Background: an optimization exercise with open tools, aiming at small area. Do not read the settings as production practice. In this exercise RTL edits were held to simulation tests only and were not proved equivalent to the original. The clock input has no modelled driver; a real chip could not lean on it and would need a root buffer or a full tree. Power and IR drop assume default switching activity.

===== flow/flow/run.sh =====
#!/bin/bash
# Standard synthesis, then every combinational cell at its smallest drive
# strength, then the standard layout from floorplan to finish, with the ports
# buffered by buf_1, a clock tree without dummy loads and its root buffer
# (which drives only the buffers below it) at clkbuf_2.
set -euo pipefail
R=orfs/results/$FLOW_PLATFORM/top/base
LIB=$FLOW_HOME/platforms/$FLOW_PLATFORM/lib/sky130_fd_sc_hd__tt_025C_1v80.lib
bash standard.sh synth > synth.log 2>&1
python3 flow/downsize.py $R/1_2_yosys.v $LIB > downsize.log 2>&1
rm -f $R/1_synth.odb $R/1_synth.sdc
export BUFFER_PORTS_ARGS="-buffer_cell sky130_fd_sc_hd__buf_1"
export CTS_ARGS="-sink_clustering_enable -repair_clock_nets -dont_use_dummy_load"
bash standard.sh cts > layout_cts.log 2>&1
CTS_ODB=$R/4_cts.odb openroad -no_init -exit flow/rootbuf.tcl > rootbuf.log 2>&1
bash standard.sh > layout.log 2>&1

===== flow/flow/downsize.py =====
#!/usr/bin/env python3
"""Give every combinational cell in the synthesized netlist the smallest drive
strength of its function (the flow's repair steps upsize again where needed).
Registers, tie cells and buffers keep the cell the standard synthesis chose."""
import re, sys

net, lib = sys.argv[1], sys.argv[2]
dont = set(sys.argv[3].split()) if len(sys.argv) > 3 else set()
text = open(lib).read()
area = {}
for m in re.finditer(r'cell \("(sky130_fd_sc_hd__\w+)"\)\s*\{(.*?)\barea\s*:\s*([\d.]+)', text, re.S):
    area[m.group(1)] = float(m.group(3))
best = {}
for c, a in area.items():
    if c in dont:
        continue
    base = c.rsplit('_', 1)[0]
    if base not in best or a < area[best[base]] or (a == area[best[base]] and c < best[base]):
        best[base] = c
keep = ('dfxtp', 'dfrtp', 'dfstp', 'conb', 'buf', 'clkbuf', 'dlygate', 'dlymetal')
src = open(net).read()
count = {}
def sub(m):
    c = m.group(1)
    base = c.rsplit('_', 1)[0]
    short = base[len('sky130_fd_sc_hd__'):]
    if short.startswith(keep) or base not in best or best[base] == c:
        return m.group(0)
    count[c + ' -> ' + best[base]] = count.get(c + ' -> ' + best[base], 0) + 1
    return best[base] + m.group(2)
src = re.sub(r'\b(sky130_fd_sc_hd__\w+?)(\s+[\\\w])', sub, src)
open(net, 'w').write(src)
for k, v in sorted(count.items()):
    print(v, k)

===== flow/flow/rootbuf.tcl =====
# The clock tree's root buffer only drives the few buffers below it: give it
# the smallest clock buffer that does, and legalize the placement again.
read_db $::env(CTS_ODB)
set block [ord::get_db_block]
set small [[ord::get_db] findMaster sky130_fd_sc_hd__clkbuf_2]
set clk [$block findNet clk]
foreach it [$clk getITerms] {
  set inst [$it getInst]
  set m [[$inst getMaster] getName]
  if {[regexp {clkbuf} $m] && [$it isInputSignal]} {
    set out [[$inst findITerm X] getNet]
    set fanout [llength [$out getITerms]]
    set leafs 1
    foreach o [$out getITerms] {
      if {[$o isInputSignal] && ![regexp {clkbuf} [[[$o getInst] getMaster] getName]]} { set leafs 0 }
    }
    puts "root [$inst getName] $m fanout [expr $fanout - 1] only_buffers $leafs"
    if {$leafs && $fanout <= 5} {
      $inst swapMaster $small
      puts "swapped to sky130_fd_sc_hd__clkbuf_2"
    }
  }
}
detailed_placement
check_placement -verbose
write_db $::env(CTS_ODB)

===== flow/standard.sh =====
#!/bin/bash
# synth_recipe.tcl (not shown) runs the flow's synth.tcl, then flattens the netlist and writes it again
# the make line also repeats each setting of config.mk as NAME=value (left out here)
make -C /OpenROAD-flow-scripts/flow DESIGN_CONFIG=/design/flow/config.mk WORK_HOME=/design/flow/orfs CLKGATE_MAP_FILE= SYNTH_SCRIPT=/design/flow/synth_recipe.tcl "${@:-finish}"

===== flow/config.mk =====
export PLATFORM = sky130hd
export DESIGN_NAME = top
export DESIGN_NICKNAME = top
export VERILOG_FILES = /design/flow/design.v
export SDC_FILE = /design/flow/constraint.sdc
export NUM_CORES = 4
export LEC_CHECK = 0
export CAP_MARGIN = 20
export CORE_MARGIN = 2
export CORE_UTILIZATION = 40
export SLEW_MARGIN = 20
export SYNTH_HIERARCHICAL = 1

===== flow/constraint.sdc =====
create_clock -name core_clock -period 10.0 [get_ports {clk}]
set_input_delay 2.0000 -clock core_clock [delete_from_list [all_inputs] [get_ports {clk}]]
set_output_delay 2.0000 -clock core_clock [all_outputs]
set_load 0.01 [all_outputs]

===== flow/design.v =====
module top #(
    parameter   input_clk_freq  = 100_000_000,
    parameter   output_clk_freq = 40_000,
    parameter   setup_time      = 10,
    parameter   pulse_duration  = 10
)(
    input   clk,
    input   rst_n,
    output  SRCLK,
    output  RCLK,
    output  SER
);
    reg [4:0] P;
    reg [5:0] Q;
    reg [5:0] R;
    reg [6:0] U;
    wire n8;
    wire n11;
    wire n13;
    wire n15;
    wire n16;
    wire n17;
    wire n19;
    wire n22;
    wire n23;
    wire n24;
    wire n25;
    wire n26;
    wire n28;
    wire n29;
    wire n31;
    wire n32;
    wire n34;
    wire n36;
    wire n37;
    wire n38;
    wire n39;
    wire n40;
    wire n41;
    wire n42;
    wire n43;
    wire n44;
    wire n45;
    wire n47;
    wire n49;
    wire n50;
    wire n51;
    wire n52;
    wire n53;
    wire n54;
    wire n55;
    wire n56;
    wire n57;
    wire n58;
    wire n59;
    wire n60;
    wire n61;
    wire n62;
    wire n63;
    wire n64;
    wire n65;
    wire n66;
    wire n67;
    wire n68;
    wire n69;
    wire n70;
    wire n71;
    wire n72;
    wire n73;
    wire n74;
    wire n75;
    wire n76;
    wire n77;
    wire n78;
    wire n79;
    wire n80;
    wire n81;
    wire n82;
    wire n83;
    wire n84;
    wire n85;
    wire n86;
    wire n87;
    wire n88;
    wire n89;
    wire n90;
    wire n91;
    wire n92;
    wire n93;
    wire n94;
    wire n95;
    wire n96;
    wire n97;
    wire n98;
    wire n99;
    wire n100;
    wire n101;
    wire n102;
    wire n103;
    wire n104;
    wire n105;
    wire n106;
    wire n108;
    wire n109;
    wire n111;
    wire n112;
    wire n113;
    wire n114;
    wire n115;
    wire n116;
    wire n117;
    wire n118;
    wire n119;
    wire n120;
    wire n121;
    wire n122;
    wire n123;
    wire n124;
    wire n125;
    wire n126;
    wire n127;
    wire n128;
    wire n129;
    wire n130;
    wire n131;
    wire n132;
    wire n133;
    wire n134;
    wire n135;
    wire n136;
    wire n137;
    wire n138;
    wire n139;
    wire n140;
    wire n141;
    wire n142;
    wire n143;
    wire n144;
    wire n145;
    wire n146;
    wire n147;
    wire n148;
    wire n149;
    wire n150;
    wire n151;
    wire n152;
    wire n153;
    wire n154;
    wire n156;
    wire n157;
    wire n158;
    wire n159;
    wire n160;
    wire n161;
    wire n162;
    wire n163;
    wire n164;
    wire n165;
    wire n166;
    wire n167;
    wire n168;
    wire n170;
    wire n171;
    wire n172;
    wire n173;
    wire n174;
    wire n175;
    wire n176;
    wire n177;
    wire n178;
    wire n179;
    wire n181;
    wire n184;
    wire n185;
    wire n187;
    wire n188;
    wire n189;
    wire n191;
    wire n193;
    wire n194;
    wire n195;
    wire n196;
    wire n197;
    wire n198;
    wire n199;
    wire n200;
    wire n201;
    wire n202;
    wire n203;
    wire n204;
    wire n205;
    wire n206;
    wire n207;
    wire n208;
    wire n209;
    wire n210;
    wire n211;
    wire n212;
    wire n213;
    wire n214;
    wire n215;
    wire n216;
    wire n217;
    wire n218;
    wire n219;
    wire n220;
    wire n221;
    wire n222;
    wire n223;
    wire n224;
    wire n225;
    wire n226;
    wire n227;
    wire n228;
    wire n229;
    wire n230;
    wire n231;
    wire n232;
    wire n233;
    wire n234;
    wire n235;
    wire n236;
    wire n237;
    wire n238;
    wire n239;
    wire n240;
    wire n241;
    wire n242;
    wire n243;
    wire n244;
    wire n245;
    wire n246;
    wire n247;
    wire n248;
    wire n249;
    wire n250;
    wire n251;
    wire n252;
    wire n253;
    wire n254;
    wire n255;
    wire n256;
    wire n257;
    wire n258;
    wire n259;
    wire n260;
    wire n261;
    wire n262;
    wire n263;
    wire n264;
    wire n265;
    wire n266;
    wire n267;
    wire n268;
    wire n269;
    wire n270;
    wire n271;
    wire n272;
    wire n273;
    wire n274;
    wire n275;
    always @(posedge clk) begin
        P[0] <= n255;
        P[1] <= n254;
        P[2] <= n233;
        P[3] <= n252;
        P[4] <= n269;
        Q[0] <= n248;
        Q[1] <= n246;
        Q[2] <= n238;
        Q[3] <= n235;
        Q[4] <= n231;
        Q[5] <= n239;
        R[0] <= n223;
        R[1] <= n220;
        R[2] <= n275;
        R[3] <= n273;
        R[4] <= n272;
        R[5] <= n243;
        U[0] <= n268;
        U[1] <= n266;
        U[2] <= n264;
        U[3] <= n261;
        U[4] <= n258;
        U[5] <= n257;
        U[6] <= n232;
    end
    lm_clkinv g0 (.A(Q[0]), .Y(n8));
    lm_nand2 g1 (.A(Q[3]), .B(Q[4]), .Y(n11));
    lm_clkinv g2 (.A(Q[1]), .Y(n13));
    lm_clkinv g3 (.A(Q[2]), .Y(n15));
    lm_nor2 g4 (.A(n13), .B(n15), .Y(n16));
    lm_nor2 g5 (.A(n11), .B(n16), .Y(n17));
    lm_clkinv g6 (.A(R[3]), .Y(n19));
    lm_nor2 g7 (.A(R[4]), .B(R[5]), .Y(n22));
    lm_clkinv g8 (.A(Q[4]), .Y(n23));
    lm_nor2 g9 (.A(Q[2]), .B(Q[3]), .Y(n24));
    lm_nand2 g10 (.A(n23), .B(n24), .Y(n25));
    lm_nor2 g11 (.A(Q[1]), .B(n25), .Y(n26));
    lm_nor2 g12 (.A(Q[5]), .B(n26), .Y(n28));
    lm_o2111ai g13 (.A1(n8), .A2(n17), .B1(n19), .C1(n22), .D1(n28), .Y(n29));
    lm_nor2 g14 (.A(R[2]), .B(n29), .Y(n31));
    lm_clkinv g15 (.A(n31), .Y(n32));
    lm_nor2 g16 (.A(U[4]), .B(n8), .Y(n34));
    lm_clkinv g17 (.A(U[5]), .Y(n36));
    lm_a21oi g18 (.A1(n36), .A2(Q[1]), .B1(Q[2]), .Y(n37));
    lm_o21a g19 (.A1(n36), .A2(Q[1]), .B1(n37), .X(n38));
    lm_a21oi g20 (.A1(U[5]), .A2(n13), .B1(n15), .Y(n39));
    lm_nor3 g21 (.A(n34), .B(n37), .C(n39), .Y(n40));
    lm_a21oi g22 (.A1(n34), .A2(n38), .B1(n40), .Y(n41));
    lm_nor2 g23 (.A(n11), .B(n41), .Y(n42));
    lm_nor2 g24 (.A(n13), .B(Q[4]), .Y(n43));
    lm_nor3 g25 (.A(Q[2]), .B(n42), .C(n43), .Y(n44));
    lm_clkinv g26 (.A(n44), .Y(n45));
    lm_clkinv g27 (.A(R[0]), .Y(n47));
    lm_nor2 g28 (.A(n47), .B(R[1]), .Y(n49));
    lm_clkinv g29 (.A(R[1]), .Y(n50));
    lm_nor2 g30 (.A(R[0]), .B(n50), .Y(n51));
    lm_nor2 g31 (.A(n49), .B(n51), .Y(n52));
    lm_clkinv g32 (.A(n52), .Y(n53));
    lm_clkinv g33 (.A(U[4]), .Y(n54));
    lm_nor2 g34 (.A(n54), .B(U[5]), .Y(n55));
    lm_o21ai g35 (.A1(n23), .A2(n24), .B1(n55), .Y(n56));
    lm_o21ai g36 (.A1(n11), .A2(n41), .B1(n56), .Y(n57));
    lm_nand2 g37 (.A(Q[3]), .B(n16), .Y(n58));
    lm_nand2 g38 (.A(n57), .B(n58), .Y(n59));
    lm_a32oi g39 (.A1(n45), .A2(n53), .A3(n59), .B1(n44), .B2(n52), .Y(n60));
    lm_clkinv g40 (.A(Q[3]), .Y(n61));
    lm_o41ai g41 (.A1(n15), .A2(n61), .A3(R[0]), .A4(n42), .B1(n57), .Y(n62));
    lm_nor2 g42 (.A(R[0]), .B(n29), .Y(n63));
    lm_a21oi g43 (.A1(U[4]), .A2(n8), .B1(n34), .Y(n64));
    lm_or3 g44 (.A(n61), .B(n23), .C(n64), .X(n65));
    lm_nand2 g45 (.A(n63), .B(n65), .Y(n66));
    lm_clkinv g46 (.A(n66), .Y(n67));
    lm_nor2 g47 (.A(R[1]), .B(n29), .Y(n68));
    lm_clkinv g48 (.A(n68), .Y(n69));
    lm_or3 g49 (.A(Q[5]), .B(n56), .C(n23), .X(n70));
    lm_nor4 g50 (.A(Q[2]), .B(Q[4]), .C(U[4]), .D(n36), .Y(n71));
    lm_a21oi g51 (.A1(n13), .A2(n55), .B1(n71), .Y(n72));
    lm_nor2 g52 (.A(Q[3]), .B(n72), .Y(n73));
    lm_and3 g53 (.A(Q[3]), .B(Q[4]), .C(n64), .X(n74));
    lm_a21oi g54 (.A1(n38), .A2(n74), .B1(n57), .Y(n75));
    lm_clkinv g55 (.A(n75), .Y(n76));
    lm_o21ai g56 (.A1(n73), .A2(n76), .B1(n28), .Y(n77));
    lm_nand2b g57 (.A_N(n77), .B(n59), .Y(n78));
    lm_o32ai g58 (.A1(n67), .A2(n72), .A3(n78), .B1(n66), .B2(n59), .Y(n79));
    lm_clkinv g59 (.A(n79), .Y(n80));
    lm_nor2 g60 (.A(n73), .B(n45), .Y(n81));
    lm_nor2 g61 (.A(n80), .B(n81), .Y(n82));
    lm_a21oi g62 (.A1(n69), .A2(n82), .B1(n72), .Y(n83));
    lm_a31o g63 (.A1(n69), .A2(n70), .A3(n80), .B1(n83), .X(n84));
    lm_nor2 g64 (.A(n47), .B(n84), .Y(n85));
    lm_a21oi g65 (.A1(n67), .A2(n45), .B1(n85), .Y(n86));
    lm_nand4 g66 (.A(n15), .B(n23), .C(n13), .D(n32), .Y(n87));
    lm_clkinv g67 (.A(n57), .Y(n88));
    lm_a21oi g68 (.A1(n63), .A2(n88), .B1(n77), .Y(n89));
    lm_o211ai g69 (.A1(n63), .A2(n65), .B1(n87), .C1(n89), .Y(n90));
    lm_a21oi g70 (.A1(n69), .A2(n58), .B1(n31), .Y(n91));
    lm_o22ai g71 (.A1(n62), .A2(n86), .B1(n90), .B2(n91), .Y(n92));
    lm_o21a g72 (.A1(n32), .A2(n60), .B1(n92), .X(n93));
    lm_clkinv g73 (.A(Q[5]), .Y(n94));
    lm_a211oi g74 (.A1(Q[0]), .A2(n94), .B1(R[4]), .C1(R[5]), .Y(n95));
    lm_nand2 g75 (.A(R[2]), .B(R[1]), .Y(n96));
    lm_nand2 g76 (.A(n94), .B(n26), .Y(n97));
    lm_clkinv g77 (.A(n97), .Y(n98));
    lm_nand3 g78 (.A(Q[1]), .B(Q[5]), .C(Q[0]), .Y(n99));
    lm_nor2 g79 (.A(n25), .B(n99), .Y(n100));
    lm_nor2 g80 (.A(R[2]), .B(R[1]), .Y(n101));
    lm_o21ai g81 (.A1(n19), .A2(n101), .B1(n95), .Y(n102));
    lm_o21ai g82 (.A1(n98), .A2(n100), .B1(n102), .Y(n103));
    lm_clkinv g83 (.A(n103), .Y(n104));
    lm_nand3 g84 (.A(n95), .B(n96), .C(n104), .Y(n105));
    lm_nand2 g85 (.A(n95), .B(n96), .Y(n106));
    lm_o21ai g86 (.A1(n29), .A2(n52), .B1(U[1]), .Y(n108));
    lm_a21oi g87 (.A1(n104), .A2(n106), .B1(n108), .Y(n109));
    lm_o22ai g88 (.A1(n105), .A2(n53), .B1(U[3]), .B2(n109), .Y(n111));
    lm_nor2 g89 (.A(n93), .B(n111), .Y(n112));
    lm_clkinv g90 (.A(U[1]), .Y(n113));
    lm_o21ai g91 (.A1(n49), .A2(n106), .B1(n104), .Y(n114));
    lm_o21ai g92 (.A1(R[0]), .A2(n69), .B1(n114), .Y(n115));
    lm_nand2 g93 (.A(n31), .B(n115), .Y(n116));
    lm_nand2 g94 (.A(n113), .B(n116), .Y(n117));
    lm_nor3 g95 (.A(U[3]), .B(n115), .C(n31), .Y(n118));
    lm_nor2 g96 (.A(n50), .B(n32), .Y(n119));
    lm_a211oi g97 (.A1(n23), .A2(R[1]), .B1(n61), .C1(n43), .Y(n120));
    lm_a21oi g98 (.A1(R[0]), .A2(n120), .B1(n51), .Y(n121));
    lm_nor2 g99 (.A(n32), .B(n121), .Y(n122));
    lm_a21oi g100 (.A1(n61), .A2(n119), .B1(n122), .Y(n123));
    lm_clkinv g101 (.A(n116), .Y(n124));
    lm_o21a g102 (.A1(n61), .A2(n43), .B1(n25), .X(n125));
    lm_nor2 g103 (.A(n64), .B(n125), .Y(n126));
    lm_o21ai g104 (.A1(R[2]), .A2(n42), .B1(n68), .Y(n127));
    lm_nand2 g105 (.A(n67), .B(n125), .Y(n128));
    lm_nand2 g106 (.A(n66), .B(n127), .Y(n129));
    lm_o211ai g107 (.A1(n127), .A2(n128), .B1(n129), .C1(n87), .Y(n130));
    lm_o31ai g108 (.A1(n50), .A2(n32), .A3(n126), .B1(n130), .Y(n131));
    lm_or2 g109 (.A(n77), .B(n131), .X(n132));
    lm_o21ai g110 (.A1(n78), .A2(n124), .B1(n132), .Y(n133));
    lm_clkinv g111 (.A(n133), .Y(n134));
    lm_nor2 g112 (.A(n72), .B(n44), .Y(n135));
    lm_a21oi g113 (.A1(n72), .A2(n44), .B1(n80), .Y(n136));
    lm_o21ai g114 (.A1(n134), .A2(n135), .B1(n136), .Y(n137));
    lm_nor2 g115 (.A(n74), .B(n44), .Y(n138));
    lm_or3 g116 (.A(n132), .B(n138), .C(n38), .X(n139));
    lm_a21oi g117 (.A1(n80), .A2(n81), .B1(n82), .Y(n140));
    lm_nand4b g118 (.A_N(n62), .B(n68), .C(R[2]), .D(n140), .Y(n141));
    lm_a211oi g119 (.A1(n16), .A2(n79), .B1(n75), .C1(n81), .Y(n142));
    lm_o21ai g120 (.A1(n69), .A2(n142), .B1(n32), .Y(n143));
    lm_a31o g121 (.A1(n137), .A2(n139), .A3(n141), .B1(n143), .X(n144));
    lm_o21a g122 (.A1(n62), .A2(n123), .B1(n144), .X(n145));
    lm_nor3 g123 (.A(n65), .B(n49), .C(n145), .Y(n146));
    lm_nor2 g124 (.A(n51), .B(n105), .Y(n147));
    lm_nor2 g125 (.A(n146), .B(n147), .Y(n148));
    lm_clkinv g126 (.A(n148), .Y(n149));
    lm_a31oi g127 (.A1(R[0]), .A2(n29), .A3(n149), .B1(n63), .Y(n150));
    lm_clkinv g128 (.A(U[3]), .Y(n151));
    lm_o221ai g129 (.A1(n102), .A2(n97), .B1(n94), .B2(n23), .C1(n151), .Y(n152));
    lm_a21oi g130 (.A1(n148), .A2(n152), .B1(n113), .Y(n153));
    lm_o21ai g131 (.A1(n150), .A2(n152), .B1(n153), .Y(n154));
    lm_o311a g132 (.A1(n112), .A2(n117), .A3(n118), .B1(U[0]), .C1(n154), .X(n156));
    lm_nand3 g133 (.A(n15), .B(n119), .C(n76), .Y(n157));
    lm_a31oi g134 (.A1(n58), .A2(n116), .A3(n157), .B1(n122), .Y(n158));
    lm_nor2 g135 (.A(Q[3]), .B(n69), .Y(n159));
    lm_nand2 g136 (.A(n57), .B(n159), .Y(n160));
    lm_nor2 g137 (.A(n141), .B(n158), .Y(n161));
    lm_a221oi g138 (.A1(n141), .A2(n158), .B1(n134), .B2(n160), .C1(n161), .Y(n162));
    lm_a21oi g139 (.A1(n45), .A2(n119), .B1(n122), .Y(n163));
    lm_o221ai g140 (.A1(n59), .A2(n163), .B1(n143), .B2(n84), .C1(U[1]), .Y(n164));
    lm_o211ai g141 (.A1(U[1]), .A2(n162), .B1(U[3]), .C1(n164), .Y(n165));
    lm_a21oi g142 (.A1(U[3]), .A2(n50), .B1(n103), .Y(n166));
    lm_o21ai g143 (.A1(n117), .A2(n166), .B1(n111), .Y(n167));
    lm_nand2 g144 (.A(n165), .B(n167), .Y(n168));
    lm_o21ai g145 (.A1(U[0]), .A2(n168), .B1(U[2]), .Y(n170));
    lm_nor2 g146 (.A(n156), .B(n170), .Y(n171));
    lm_o22a g147 (.A1(n131), .A2(n159), .B1(n88), .B2(n146), .X(n172));
    lm_a211oi g148 (.A1(n90), .A2(n162), .B1(n113), .C1(n172), .Y(n173));
    lm_clkinv g149 (.A(U[0]), .Y(n174));
    lm_o21ai g150 (.A1(U[1]), .A2(n148), .B1(n174), .Y(n175));
    lm_a21oi g151 (.A1(U[0]), .A2(U[1]), .B1(n145), .Y(n176));
    lm_a21oi g152 (.A1(U[1]), .A2(n133), .B1(n176), .Y(n177));
    lm_nor3 g153 (.A(U[2]), .B(n151), .C(n177), .Y(n178));
    lm_o21ai g154 (.A1(n173), .A2(n175), .B1(n178), .Y(n179));
    lm_nand2b g155 (.A_N(n171), .B(n179), .Y(SER));
    lm_clkinv g156 (.A(P[2]), .Y(n181));
    lm_nand2 g157 (.A(P[0]), .B(P[1]), .Y(n184));
    lm_nor2 g158 (.A(n181), .B(n184), .Y(n185));
    lm_o21ai g159 (.A1(n94), .A2(n23), .B1(P[4]), .Y(n187));
    lm_nor2 g160 (.A(P[0]), .B(P[1]), .Y(n188));
    lm_nor2 g161 (.A(n181), .B(n188), .Y(n189));
    lm_nor4 g162 (.A(U[4]), .B(U[5]), .C(U[0]), .D(U[6]), .Y(n191));
    lm_o21ai g163 (.A1(P[3]), .A2(n189), .B1(n191), .Y(n193));
    lm_a211oi g164 (.A1(P[3]), .A2(n185), .B1(n187), .C1(n193), .Y(RCLK));
    lm_clkinv g165 (.A(U[6]), .Y(n194));
    lm_a21oi g166 (.A1(P[2]), .A2(P[1]), .B1(P[3]), .Y(n195));
    lm_nor3 g167 (.A(n194), .B(n195), .C(n187), .Y(SRCLK));
    lm_clkinv g168 (.A(P[4]), .Y(n196));
    lm_nand2 g169 (.A(P[3]), .B(n185), .Y(n197));
    lm_nor2 g170 (.A(n196), .B(n197), .Y(n198));
    lm_clkinv g171 (.A(n198), .Y(n199));
    lm_nor2 g172 (.A(n174), .B(n199), .Y(n200));
    lm_clkinv g173 (.A(n200), .Y(n201));
    lm_nor2 g174 (.A(n113), .B(n201), .Y(n202));
    lm_nand2 g175 (.A(U[2]), .B(n202), .Y(n203));
    lm_nor2 g176 (.A(n151), .B(n203), .Y(n204));
    lm_clkinv g177 (.A(n204), .Y(n205));
    lm_nor2 g178 (.A(n54), .B(n205), .Y(n206));
    lm_nand2 g179 (.A(U[5]), .B(n206), .Y(n207));
    lm_clkinv g180 (.A(n207), .Y(n208));
    lm_nand3 g181 (.A(n194), .B(n208), .C(R[0]), .Y(n209));
    lm_clkinv g182 (.A(rst_n), .Y(n210));
    lm_nand2 g183 (.A(n194), .B(n208), .Y(n211));
    lm_nor4 g184 (.A(n13), .B(n94), .C(Q[0]), .D(n211), .Y(n212));
    lm_nand2 g185 (.A(R[4]), .B(R[5]), .Y(n213));
    lm_nor2 g186 (.A(n209), .B(n213), .Y(n214));
    lm_nor2 g187 (.A(n212), .B(n214), .Y(n215));
    lm_clkinv g188 (.A(n215), .Y(n216));
    lm_nor2 g189 (.A(n210), .B(n216), .Y(n217));
    lm_clkinv g190 (.A(n217), .Y(n218));
    lm_nor2 g191 (.A(n50), .B(n209), .Y(n219));
    lm_a211oi g192 (.A1(n50), .A2(n209), .B1(n218), .C1(n219), .Y(n220));
    lm_nand2 g193 (.A(n47), .B(n211), .Y(n221));
    lm_nand2 g194 (.A(n209), .B(n221), .Y(n222));
    lm_o21ai g195 (.A1(n212), .A2(n222), .B1(rst_n), .Y(n223));
    lm_nand2 g196 (.A(Q[0]), .B(n214), .Y(n224));
    lm_nor2 g197 (.A(n58), .B(n224), .Y(n225));
    lm_nor2 g198 (.A(Q[4]), .B(n225), .Y(n226));
    lm_nor3 g199 (.A(n13), .B(n224), .C(n15), .Y(n227));
    lm_nor3 g200 (.A(n99), .B(n217), .C(Q[2]), .Y(n228));
    lm_a31oi g201 (.A1(Q[3]), .A2(Q[4]), .A3(n227), .B1(n228), .Y(n229));
    lm_clkinv g202 (.A(n229), .Y(n230));
    lm_o21ai g203 (.A1(n226), .A2(n230), .B1(rst_n), .Y(n231));
    lm_o211ai g204 (.A1(n194), .A2(n208), .B1(rst_n), .C1(n211), .Y(n232));
    lm_a211oi g205 (.A1(n181), .A2(n184), .B1(n210), .C1(n185), .Y(n233));
    lm_nor2 g206 (.A(Q[3]), .B(n227), .Y(n234));
    lm_o31ai g207 (.A1(n225), .A2(n228), .A3(n234), .B1(rst_n), .Y(n235));
    lm_nor2 g208 (.A(n13), .B(n224), .Y(n236));
    lm_a21oi g209 (.A1(n94), .A2(n236), .B1(Q[2]), .Y(n237));
    lm_o21ai g210 (.A1(n227), .A2(n237), .B1(rst_n), .Y(n238));
    lm_o221ai g211 (.A1(n94), .A2(n230), .B1(Q[5]), .B2(n229), .C1(rst_n), .Y(n239));
    lm_nand2 g212 (.A(R[2]), .B(n219), .Y(n240));
    lm_nor2 g213 (.A(n19), .B(n240), .Y(n241));
    lm_a21oi g214 (.A1(R[4]), .A2(n241), .B1(R[5]), .Y(n242));
    lm_o21ai g215 (.A1(n216), .A2(n242), .B1(rst_n), .Y(n243));
    lm_clkinv g216 (.A(n224), .Y(n244));
    lm_nor2 g217 (.A(Q[1]), .B(n244), .Y(n245));
    lm_o21ai g218 (.A1(n236), .A2(n245), .B1(rst_n), .Y(n246));
    lm_a21oi g219 (.A1(n8), .A2(n215), .B1(n244), .Y(n247));
    lm_or3 g220 (.A(n210), .B(n247), .C(n228), .X(n248));
    lm_nor2 g221 (.A(n191), .B(n199), .Y(n249));
    lm_nor2 g222 (.A(n197), .B(n249), .Y(n250));
    lm_nor2 g223 (.A(n210), .B(n250), .Y(n251));
    lm_o21a g224 (.A1(P[3]), .A2(n185), .B1(n251), .X(n252));
    lm_nor2 g225 (.A(n184), .B(n198), .Y(n253));
    lm_nor3 g226 (.A(n210), .B(n253), .C(n188), .Y(n254));
    lm_nand2 g227 (.A(P[0]), .B(rst_n), .Y(n255));
    lm_nor2 g228 (.A(U[5]), .B(n206), .Y(n256));
    lm_nor3 g229 (.A(n210), .B(n256), .C(n208), .Y(n257));
    lm_a211oi g230 (.A1(n54), .A2(n205), .B1(n210), .C1(n206), .Y(n258));
    lm_nor2 g231 (.A(n194), .B(n207), .Y(n259));
    lm_a21oi g232 (.A1(n151), .A2(n203), .B1(n204), .Y(n260));
    lm_or3 g233 (.A(n210), .B(n259), .C(n260), .X(n261));
    lm_o21a g234 (.A1(U[2]), .A2(n202), .B1(n203), .X(n262));
    lm_nor2 g235 (.A(n259), .B(n262), .Y(n263));
    lm_nor2 g236 (.A(n210), .B(n263), .Y(n264));
    lm_a21oi g237 (.A1(n113), .A2(n201), .B1(n202), .Y(n265));
    lm_or3 g238 (.A(n210), .B(n259), .C(n265), .X(n266));
    lm_nor2 g239 (.A(U[0]), .B(n198), .Y(n267));
    lm_o21ai g240 (.A1(n200), .A2(n267), .B1(rst_n), .Y(n268));
    lm_o21ai g241 (.A1(n196), .A2(n249), .B1(n251), .Y(n269));
    lm_nand2 g242 (.A(R[4]), .B(n241), .Y(n270));
    lm_o211ai g243 (.A1(R[4]), .A2(n241), .B1(n215), .C1(n270), .Y(n271));
    lm_nand2 g244 (.A(rst_n), .B(n271), .Y(n272));
    lm_a211oi g245 (.A1(n19), .A2(n240), .B1(n218), .C1(n241), .Y(n273));
    lm_o21ai g246 (.A1(R[2]), .A2(n219), .B1(n240), .Y(n274));
    lm_nor2 g247 (.A(n218), .B(n274), .Y(n275));
endmodule
module lm_a211oi(input A1, A2, B1, C1, output Y);
    assign Y = (~A1&~B1&~C1) | (~A2&~B1&~C1);
endmodule
module lm_a21oi(input A1, A2, B1, output Y);
    assign Y = (~A1&~B1) | (~A2&~B1);
endmodule
module lm_a221oi(input A1, A2, B1, B2, C1, output Y);
    assign Y = (~A1&~B1&~C1) | (~A1&~B2&~C1) | (~A2&~B1&~C1) | (~A2&~B2&~C1);
endmodule
module lm_a31o(input A1, A2, A3, B1, output X);
    assign X = (A1&A2&A3) | (B1);
endmodule
module lm_a31oi(input A1, A2, A3, B1, output Y);
    assign Y = (~A1&~B1) | (~A2&~B1) | (~A3&~B1);
endmodule
module lm_a32oi(input A1, A2, A3, B1, B2, output Y);
    assign Y = (~A1&~B1) | (~A1&~B2) | (~A2&~B1) | (~A3&~B1) | (~A2&~B2) | (~A3&~B2);
endmodule
module lm_and3(input A, B, C, output X);
    assign X = (A&B&C);
endmodule
module lm_clkinv(input A, output Y);
    assign Y = (~A);
endmodule
module lm_nand2(input A, B, output Y);
    assign Y = (~A) | (~B);
endmodule
module lm_nand2b(input A_N, B, output Y);
    assign Y = (A_N) | (~B);
endmodule
module lm_nand3(input A, B, C, output Y);
    assign Y = (~A) | (~B) | (~C);
endmodule
module lm_nand4(input A, B, C, D, output Y);
    assign Y = (~A) | (~B) | (~C) | (~D);
endmodule
module lm_nand4b(input A_N, B, C, D, output Y);
    assign Y = (A_N) | (~B) | (~C) | (~D);
endmodule
module lm_nor2(input A, B, output Y);
    assign Y = (~A&~B);
endmodule
module lm_nor3(input A, B, C, output Y);
    assign Y = (~A&~B&~C);
endmodule
module lm_nor4(input A, B, C, D, output Y);
    assign Y = (~A&~B&~C&~D);
endmodule
module lm_o2111ai(input A1, A2, B1, C1, D1, output Y);
    assign Y = (~A1&~A2) | (~B1) | (~C1) | (~D1);
endmodule
module lm_o211ai(input A1, A2, B1, C1, output Y);
    assign Y = (~A1&~A2) | (~B1) | (~C1);
endmodule
module lm_o21a(input A1, A2, B1, output X);
    assign X = (A1&B1) | (A2&B1);
endmodule
module lm_o21ai(input A1, A2, B1, output Y);
    assign Y = (~A1&~A2) | (~B1);
endmodule
module lm_o221ai(input A1, A2, B1, B2, C1, output Y);
    assign Y = (~B1&~B2) | (~A1&~A2) | (~C1);
endmodule
module lm_o22a(input A1, A2, B1, B2, output X);
    assign X = (A1&B1) | (A2&B1) | (A1&B2) | (A2&B2);
endmodule
module lm_o22ai(input A1, A2, B1, B2, output Y);
    assign Y = (~B1&~B2) | (~A1&~A2);
endmodule
module lm_o311a(input A1, A2, A3, B1, C1, output X);
    assign X = (A1&B1&C1) | (A2&B1&C1) | (A3&B1&C1);
endmodule
module lm_o31ai(input A1, A2, A3, B1, output Y);
    assign Y = (~A1&~A2&~A3) | (~B1);
endmodule
module lm_o32ai(input A1, A2, A3, B1, B2, output Y);
    assign Y = (~A1&~A2&~A3) | (~B1&~B2);
endmodule
module lm_o41ai(input A1, A2, A3, A4, B1, output Y);
    assign Y = (~A1&~A2&~A3&~A4) | (~B1);
endmodule
module lm_or2(input A, B, output X);
    assign X = (A) | (B);
endmodule
module lm_or3(input A, B, C, output X);
    assign X = (A) | (B) | (C);
endmodule

==> impl_results.md, run 1 <==
- Status: no timing/DRC/antenna violations
- Initial antenna violation count: 0
- F_max: approximately 150 MHz
- Min Tclk post-route: ~6.7 ns
- Setup WS post-layout: around 3.3 ns
- CTS Sinks: 24
- Relative slew margins: 0.5701
- Slowest cell on crit path: o21ai_0
- Layout cells sized above 1: 0.01075
- Setup WS pre-CTS: 3.804 ns
- Initial Util: 0.4199
- CTS max path bufs: 2
- DIE HEIGHT: ~70 µm
- 1st-iter DRT viols: 297
- Clock-pin slew on the worst setup and hold paths: 0.08 ns
- Crit-path leading delay family: compound AO/OA/AOI/OAI gates
- Num ports: 5
- Worst Skew: between 0.009 and 0.01 ns
- Hold_ws: just over 0.4 ns
- Worst IR drop on VDD: approximately 0.074 mV
- Final Cycle Share: 0.6655
- Htree depth: 1
- Width of the die: 69.03 µm
- Slew Limit Fails: 0
- Sum Neg Setup Slack: 0 ns
- Netlist Area Pre-Place: 1692 µm²
- FILL cells: 452
- Max Cap Viol: 0
- Syn-to-layout area delta: 6.509%
- Via density: 6.003
- Post-CTS Setup Inserts: 0
- Critical path arrival: between 4 and 5 ns
- First-pass GRT wire length: ~8500 µm
- Mapped Cells: 272
- Crit path kind: flip-flop to output pin
- Post-route cell area: about 1800 µm²
- Initial DRT Pass Iterations: 5
- Gpl congestion: between 0.9 and 1
- Clock Latency Late Sink: between 0.2 and 0.3 ns
- NumNets Final: approximately 280
- Residual DRC: 0
- Hold violation count in the final report: 0
- Largest net degree at the start of global routing: 14
- CP Launch Type: flip-flop
- RSZ-0062 raised after global routing: false
- CTS tree: done
- Via Count: between 1.5k and 2k
- DRT antenna net count: 0
- HP Class: flip-flop to flip-flop
- CP max stage delay: roughly 0.44 ns
- WL final: between 4000 and 5000 µm
- Synth Net Count: roughly 270
- Routed WL per cell: 15.16 µm
- Pwr dens: about 84 nW/µm²
- DP Area: approximately 1800 µm²
- Yosys synthesis warning count: 7
- Gr usage total: 0.2147
- Bufs and invs on worst path: 5
- CTS Buf Count: 3
- Dpl hpwl: ~3900 µm
- Root Driver: clkbuf_8
- Die ar.: around 4800 µm²
- Total gr overflow: 0
- Number of port buffers: 4
- Syn_area_per_cell: roughly 6.2 µm²
- # rows: 23
- ANT cells: 0
- Critical-path cell list: inv_1, a21oi_1, o21a_1, a21oi_1, o21ai_0, a21oi_1, inv_1, o21ai_0, nand2b_1, o32ai_1, inv_1, a21oi_1, nand4b_1, a31o_1, o21a_1, nor3_1, nor2_1, inv_1, a31oi_1, o21ai_0, o311a_1, nor2_1, nand2b_1, buf_1
- CTS Hold Bufs: 0
- PostCTS Resize Cnt: 0
- Final setup violation count: 0
- Worst slew pin tran: approximately 0.64 ns
- Core area: about 4000 µm²
- Crit-path max FO: 6
- Vias in the first global route: ~1.8k
- Static Leak: around 0.00079 µW
- Worst Setup End Kind: output pin
- WP data required: ~8.0 ns
-- placed cells by master, fill, tap and decap left out, drive strengths merged, types with 4 or more instances in the layout --
master and instances:
nor3 10, inv 39, a211oi 9, a21oi 26, buf 4, o211ai 5
o21ai 27, dfxtp 24, nand2 27, o21a 6, nor2 61, nand3 4
or3 6
-- worst reg2reg max path, delay by kind of cell (launching register included) --
| kind | cells | cell delay [ns] |
|---|---|---|
| AO/OA/AOI/OAI | 2 | 0.22 |
| AND/OR/NAND/NOR | 15 | 2.52 |
| buffers and inverters | 6 | 0.53 |
| flip-flops | 1 | 0.35 |
-- through the flow --
| stage | total power, µW | std cells | utilization |
|---|---|---|---|
| CTS | 158.7 | 329 | 0.4494 |
| finish | 150.9 | 329 | 0.4472 |
| global route | 158.3 | 329 | 0.4472 |
| global placement | 104.2 | 326 | 0.4391 |
| floorplan | 102.5 | 272 | - |
| detailed placement | 104.2 | 326 | 0.4391 |
-- power by group --
part / switching, µW / internal, µW / total [µW]
registers: 0.864 / 96.7 / 97.6
logic: 3.05 / 1.26 / 4.32
clock network: 28.2 / 20.8 / 49.0
total: 32.1 / 119 / 151
-- sequential cells by signal (all words and copies together), names as in the netlist --
signal  flops
U           7
Q           6
P           5
R           6
-- routing by layer --
layer | up-vias | global-route usage | wire length [µm]
li1 | 969 | - | -
met1 | 905 | 0.2971 | 2265
met2 | 93 | 0.3440 | 2304
met3 | 8 | 0.02632 | 354
met4 | 0 | 0.07407 | 65
met5 | - | 0 | 0
-- final timing paths --
kind	from	end	slack, ns	cells after the start
worst max-delay path	U[5]	SER	3.34	24
worst min-delay path	P[0]	P[0]	0.41	1
worst max register to register	P[0]	Q[5]	6.23	23
worst min register to register	P[0]	P[0]	0.41	1
-- cell type report --
class,count,area (µm²),share of cell area
Tap cell,50,62.56,0.03472
Clock buffer,3,32.53,0.01806
Timing Repair Buffer,4,15.01,0.008333
Inverter,39,146.4,0.08125
Multi-Input combinational cell,209,1065,0.5910
Sequential cell,24,480.5,0.2667
==> run 2, diff against run 1 <==
==> flow/flow/run.sh (replaced) <==
#!/bin/bash
# Standard synthesis, then every combinational cell at its smallest drive
# strength, then the standard layout from floorplan to finish, with the ports
# buffered by buf_1, a clock tree without dummy loads and a single clock
# buffer (clkbuf_16) driving all the flip-flops.
set -euo pipefail
R=orfs/results/$FLOW_PLATFORM/top/base
LIB=$FLOW_HOME/platforms/$FLOW_PLATFORM/lib/sky130_fd_sc_hd__tt_025C_1v80.lib
bash standard.sh synth > synth.log 2>&1
python3 flow/downsize.py $R/1_2_yosys.v $LIB > downsize.log 2>&1
rm -f $R/1_synth.odb $R/1_synth.sdc
export BUFFER_PORTS_ARGS="-buffer_cell sky130_fd_sc_hd__buf_1"
export CTS_ARGS="-sink_clustering_enable -repair_clock_nets -dont_use_dummy_load"
bash standard.sh cts > layout_cts.log 2>&1
CTS_ODB=$R/4_cts.odb openroad -no_init -exit flow/clocktree.tcl > clocktree.log 2>&1
bash standard.sh > layout.log 2>&1
==> flow/flow/clocktree.tcl (new file) <==
# The clock tree of this small design: CTS builds a root buffer driving a few
# leaf buffers.  Drive all the flip-flops from the root buffer alone, made a
# clkbuf_16, and legalize the placement again.  The clock port still feeds
# only that one buffer.
read_db $::env(CTS_ODB)
set block [ord::get_db_block]
set clk [$block findNet clk]
set root ""
foreach it [$clk getITerms] {
  set inst [$it getInst]
  if {[regexp {clkbuf} [[$inst getMaster] getName]]} { set root $inst }
}
set rootnet [[$root findITerm X] getNet]
foreach it [$rootnet getITerms] {
  set inst [$it getInst]
  if {$inst == $root} continue
  if {[regexp {clkbuf} [[$inst getMaster] getName]]} {
    set leafnet [[$inst findITerm X] getNet]
    foreach s [$leafnet getITerms] {
      if {[$s getInst] == $inst} continue
      $s disconnect
      $s connect $rootnet
    }
    [$inst findITerm A] disconnect
    [$inst findITerm X] disconnect
    puts "removed leaf buffer [$inst getName]"
    odb::dbInst_destroy $inst
    odb::dbNet_destroy $leafnet
  }
}
$root swapMaster [[ord::get_db] findMaster sky130_fd_sc_hd__clkbuf_16]
puts "root [$root getName] drives [expr [llength [$rootnet getITerms]] - 1] pins"
detailed_placement
check_placement -verbose
write_db $::env(CTS_ODB)
--- a/flow/config.mk
+++ b/flow/config.mk
@@ -7,6 +7,6 @@
 export LEC_CHECK = 0
 export CAP_MARGIN = 20
 export CORE_MARGIN = 2
-export CORE_UTILIZATION = 40
+export CORE_UTILIZATION = 70
 export SLEW_MARGIN = 20
 export SYNTH_HIERARCHICAL = 1
removed: flow/flow/rootbuf.tcl
==> impl_results.md, run 2 <==
- Synth Net Count: 274
- Initial Util: 0.7503
- Slew Limit Fails: 0
- Met2 usage: 0.6458
- CP max stage delay: 0.45 ns
- Gr busiest metal: met2
- Worst slew pin tran: between 0.6 and 0.7 ns
- Post-route cell area: between 1500 and 2000 µm²
- Slowest cell on crit path: dfxtp_1
- Syn-to-layout area delta: 4.438%
- Relative slew margins: 0.5440
- Most common cell after layout, fill and taps aside: nor2_1
- F_max: 153.3 MHz
- ANT cells: 0
- Hold_ws: between 0.4 and 0.5 ns
- First-pass GRT wire length: ~7700 µm
- Gr usage total: 0.3946
- Width of the die: roughly 53 µm
- Crit-path leading delay family: compound AO/OA/AOI/OAI gates
- Yosys synthesis warning count: 7
- Placed cells: 304
- Met3 Resource Use GR: 0.04520
- RSZ-0062 raised after global routing: false
- Pwr dens: 82.48 nW/µm²
- Worst IR drop on VDD: between 0.1 and 0.15 mV
- NumNets Final: roughly 280
- Static Leak: between 0.0007 and 0.0008 µW
- CP Launch Type: flip-flop
- HP Class: flip-flop to flip-flop
- Commonest cells after routing, fill and taps aside: nor2_1, inv_1, nand2_1, o21ai_0, a21oi_1
- Final setup violation count: 0
- Die ar.: roughly 2800 µm²
- Largest net degree at the start of global routing: 25
- Total gr overflow: 0
- Critical-path cell list: inv_1, a21oi_1, o21a_1, a21oi_1, o21ai_0, a21oi_1, inv_1, o21ai_0, nand2b_1, o32ai_1, inv_1, a21oi_1, nand4b_1, a31o_1, o21a_1, nor3_1, nor2_1, inv_1, a31oi_1, o21ai_0, o311a_1, nor2_1, nand2b_1, buf_1
- 1st-iter DRT viols: between 200 and 250
- Bufs and invs on worst path: 5
- CTS Hold Bufs: 0
- Grt met1 use: 0.5526
- Vias in the first global route: roughly 1.7k
- Netlist Area Pre-Place: 1692 µm²
- Mapped Cells: 272
- Largest regs: U (7), Q (6), R (6)
- DRT antenna net count: 0
- Syn_area_per_cell: 6.219 µm²
- CTS Sinks: 24
- WP data required: 8.00 ns
- PostCTS Resize Cnt: 0
- Num ports: 5
- Final Core Density: 0.7836
- Layout cells sized above 1: 0.003610
- Via density: 6.725
- Initial antenna violation count: 0
- Crit path kind: flip-flop to output pin
- Final Cycle Share: 0.6524
- Dpl hpwl: ~3600 µm
- DIE HEIGHT: roughly 53 µm
- Max Cap Viol: 0
- Critical path arrival: 4.52 ns
- Crit-path max FO: 6
- Sum Neg Setup Slack: 0 ns
- Gpl congestion: 1.011
- Hold violation count in the final report: 0
- Residual DRC: 0
- Max reg flops: 7
- Min Tclk post-route: 6.524 ns
- Worst Skew: roughly 0.0043 ns
- Number of port buffers: 4
- Via Count: 2051
- Worst Setup End Kind: output pin
- Reg with most FFs: U
- Status: no timing/DRC/antenna violations
- Routed WL per cell: roughly 16 µm
- Non-Filler Instances: a little over 300
- DP Area: between 1500 and 2000 µm²
- WL final: between 4000 and 5000 µm
- Post-CTS Setup Inserts: 0
- Core area: around 2300 µm²
- Clock-pin slew on the worst setup and hold paths: roughly 0.1 ns
- # rows: 17
- Clock Latency Late Sink: roughly 0.16 ns
- Initial DRT Pass Iterations: 7
run 2: layout make-up:
class / count / area (µm²)
Fill cell: 195 / 488.0
Tap cell: 28 / 35.03
Sequential cell: 24 / 480.5
Multi-Input combinational cell: 209 / 1065
Inverter: 39 / 146.4
Timing Repair Buffer: 4 / 15.01
Clock buffer: 1 / 25.02
run 2: final timing paths:
path,from,end,slack (ns),cells after the start
min,P[0],P[0],0.43,1
max reg2reg,P[0],Q[5],6.15,23
max,U[5],SER,3.48,24
min reg2reg,P[0],P[0],0.43,1
run 2: routing by layer:
layer  vias up  share of wire
met2       163           0.45
met3        22           0.12
met5         -              0
li1        973              -
met1       893           0.40
met4         0          0.025
run 2: report_power, final:
part,internal (µW),leakage (µW),switching [µW]
combinational,1.26,0.000579,3.28
clock,18.4,0.0000123,25.1
sequential,96.8,0.000195,0.946
run 2: through the flow:
| step | worst slack [ns] | power, µW |
|---|---|---|
| 6_report | 3.476 | 145.7 |
| 5_1_grt | 3.004 | 148.9 |
| 4_1_cts | 3.427 | 143.9 |
| 3_5_place_dp | 3.830 | 104.3 |
| 3_3_place_gp | 3.734 | 104.0 |
| 2_1_floorplan | 4.525 | 102.5 |
==> run 3, diff against run 2 <==
--- a/flow/config.mk
+++ b/flow/config.mk
@@ -7,6 +7,6 @@
 export LEC_CHECK = 0
 export CAP_MARGIN = 20
 export CORE_MARGIN = 2
-export CORE_UTILIZATION = 70
+export CORE_UTILIZATION = 40
 export SLEW_MARGIN = 20
 export SYNTH_HIERARCHICAL = 1
==> impl_results.md, run 3 <==
- Largest regs: U (7), Q (6), R (6)
- Critical-path cell list: inv_1, a21oi_1, o21a_1, a21oi_1, o21ai_0, a21oi_1, inv_1, o21ai_0, nand2b_1, o32ai_1, inv_1, a21oi_1, nand4b_1, a31o_1, o21a_1, nor3_1, nor2_1, inv_1, a31oi_1, o21ai_0, o311a_1, nor2_1, nand2b_1, buf_1
- HP Class: flip-flop to flip-flop
- Initial Util: 0.4199
- Hold violation count in the final report: 0
- Syn-to-layout area delta: 6.065%
- Gr usage total: 0.2297
- Synth Net Count: roughly 270
- Initial antenna violation count: 0
- Final Core Density: 0.4453
- CTS Sinks: 24
- Crit path kind: flip-flop to output pin
- Worst slew pin tran: about 0.63 ns
- Clock-pin slew on the worst setup and hold paths: about 0.1 ns
- Worst IR drop on VDD: 0.09018 mV
- Critical path arrival: around 4.5 ns
- Static Leak: a little under 0.0008 µW
- Gpl congestion: around 0.95
- Mapped Cells: between 200 and 300
- Min Tclk post-route: between 6 and 7 ns
- Number of port buffers: 4
- WL final: 5011 µm
- Slowest cell on crit path: o21ai_0
- Relative slew margins: 0.5771
- Layout cells sized above 1: 0.003610
- RSZ-0062 raised after global routing: false
- Pwr dens: a little over 80 nW/µm²
- Crit-path max FO: 6
- Commonest cells after routing, fill and taps aside: nor2_1, inv_1, nand2_1, o21ai_0, a21oi_1
- DRT antenna net count: 0
- Post-route cell area: between 1500 and 2000 µm²
- Syn_area_per_cell: slightly above 6 µm²
- ANT cells: 0
- First-pass GRT wire length: 8562 µm
- 1st-iter DRT viols: between 300 and 400
- Via density: just over 6
- CTS Hold Bufs: 0
- Dpl hpwl: slightly below 4000 µm
- WP data required: 8.00 ns
- Width of the die: slightly below 70 µm
- Final Cycle Share: 0.6525
- Worst Setup End Kind: output pin
- Total gr overflow: 0
- Largest net degree at the start of global routing: 25
- DP Area: around 1800 µm²
- Hold_ws: between 0.4 and 0.5 ns
- NumNets Final: about 280
- Max reg flops: 7
- Most common cell after layout, fill and taps aside: nor2_1
- Routed WL per cell: around 15 µm
- CP max stage delay: around 0.44 ns
- Yosys synthesis warning count: 7
- Final setup violation count: 0
- Residual DRC: 0
- Setup WS pre-CTS: about 3.8 ns
- Clock Latency Late Sink: approximately 0.16 ns
- # rows: 23
- Vias in the first global route: ~1.8k
- DIE HEIGHT: 69.03 µm
- Status: no timing/DRC/antenna violations
- Setup WS post-layout: between 3 and 4 ns
- Initial DRT Pass Iterations: 7
- Worst Skew: about 0.0056 ns
- Num ports: 5
- PostCTS Resize Cnt: 0
- Max Cap Viol: 0
- CP Launch Type: flip-flop
- Via Count: 2000
- Post-CTS Setup Inserts: 0
- Core area: between 4000 and 5000 µm²
- Reg with most FFs: U
- Slew Limit Fails: 0
- Netlist Area Pre-Place: 1692 µm²
- Sum Neg Setup Slack: 0 ns
- F_max: approximately 150 MHz
- Die ar.: between 4000 and 5000 µm²
## run 3: worst paths after layout
path	from	to	slack (ns)	depth (start not counted)
max	U[5]	SER	3.48	24
min reg2reg	P[0]	P[0]	0.41	1
min	P[0]	P[0]	0.41	1
max reg2reg	P[0]	Q[5]	6.20	23
## run 3: power by group
part           total [µW]  internal [µW]  switching (µW)  leakage (µW)
logic                4.39           1.26            3.13      0.000579
registers            97.6           96.8           0.859      0.000195
clock network        43.7           18.4            25.3     0.0000123
## run 3: cell type report
class                      count  area, µm²
clock buffer                   1      25.02
fill                         452       2235
inverter                      39      146.4
multi-input combinational    209       1065
sequential                    24      480.5
tap                           50      62.56
timing repair buffer           4      15.01
## run 3: through the flow
step | power, µW | cells
after floorplan | 102.5 | 272
after global placement | 104.2 | 326
after detailed placement | 104.2 | 326
after CTS | 158.7 | 329
after global routing | 151.9 | 327
final | 145.7 | 327
## run 3: worst max-delay path, delay by kind of cell, from the launching register on
| family | cells | cell delay, ns |
|---|---|---|
| and+or+nand+nor | 6 | 0.86 |
| AOI/OAI and AO/OA | 13 | 2.56 |
| DFF | 1 | 0.43 |
| buffers and inverters | 5 | 0.53 |
## run 3: per-layer routing
| layer | vias up | track usage | share of wire |
|---|---|---|---|
| met4 | 0 | 0.05447 | 0.023 |
| met5 | - | 0 | 0 |
| met3 | 19 | 0.01754 | 0.096 |
| met2 | 132 | 0.3686 | 0.45 |
| met1 | 890 | 0.3339 | 0.43 |
| li1 | 959 | - | - |

==> re-timing with driven ports <==
In the flow no input, the clock included, has a driving cell. The finished layouts below were timed again as built, in two steps.
Step 1 (the two cells are an assumption about what drives the block):
set clk [get_ports {clk}]
set_driving_cell -lib_cell sky130_fd_sc_hd__clkbuf_16 $clk
set_driving_cell -lib_cell sky130_fd_sc_hd__buf_2 [delete_from_list [all_inputs] $clk]
Step 2 times the ports against the registers' clock, not the clock port: input delays grow and output delays shrink by t, the midpoint of the rising clock arrivals with the driver on.
Three values: no drivers, after step 1, after step 2; two values: the first two.
| run | shift t [ns] | slack for setup (ns) | worst hold slack (ns) | cell pins on the clock port's net |
|---|---|---|---|---|
| run 1 | 0.296 | 3.345 / 3.324 / 3.620 | 0.412 / 0.412 / 0.412 | 1 |
| run 2 | 0.185 | 3.476 / 3.447 / 3.632 | 0.430 / 0.430 / 0.430 | 1 |
| run 3 | 0.188 | 3.475 / 3.444 / 3.632 | 0.414 / 0.414 / 0.414 | 1 |
After both steps every run listed still meets setup and hold.
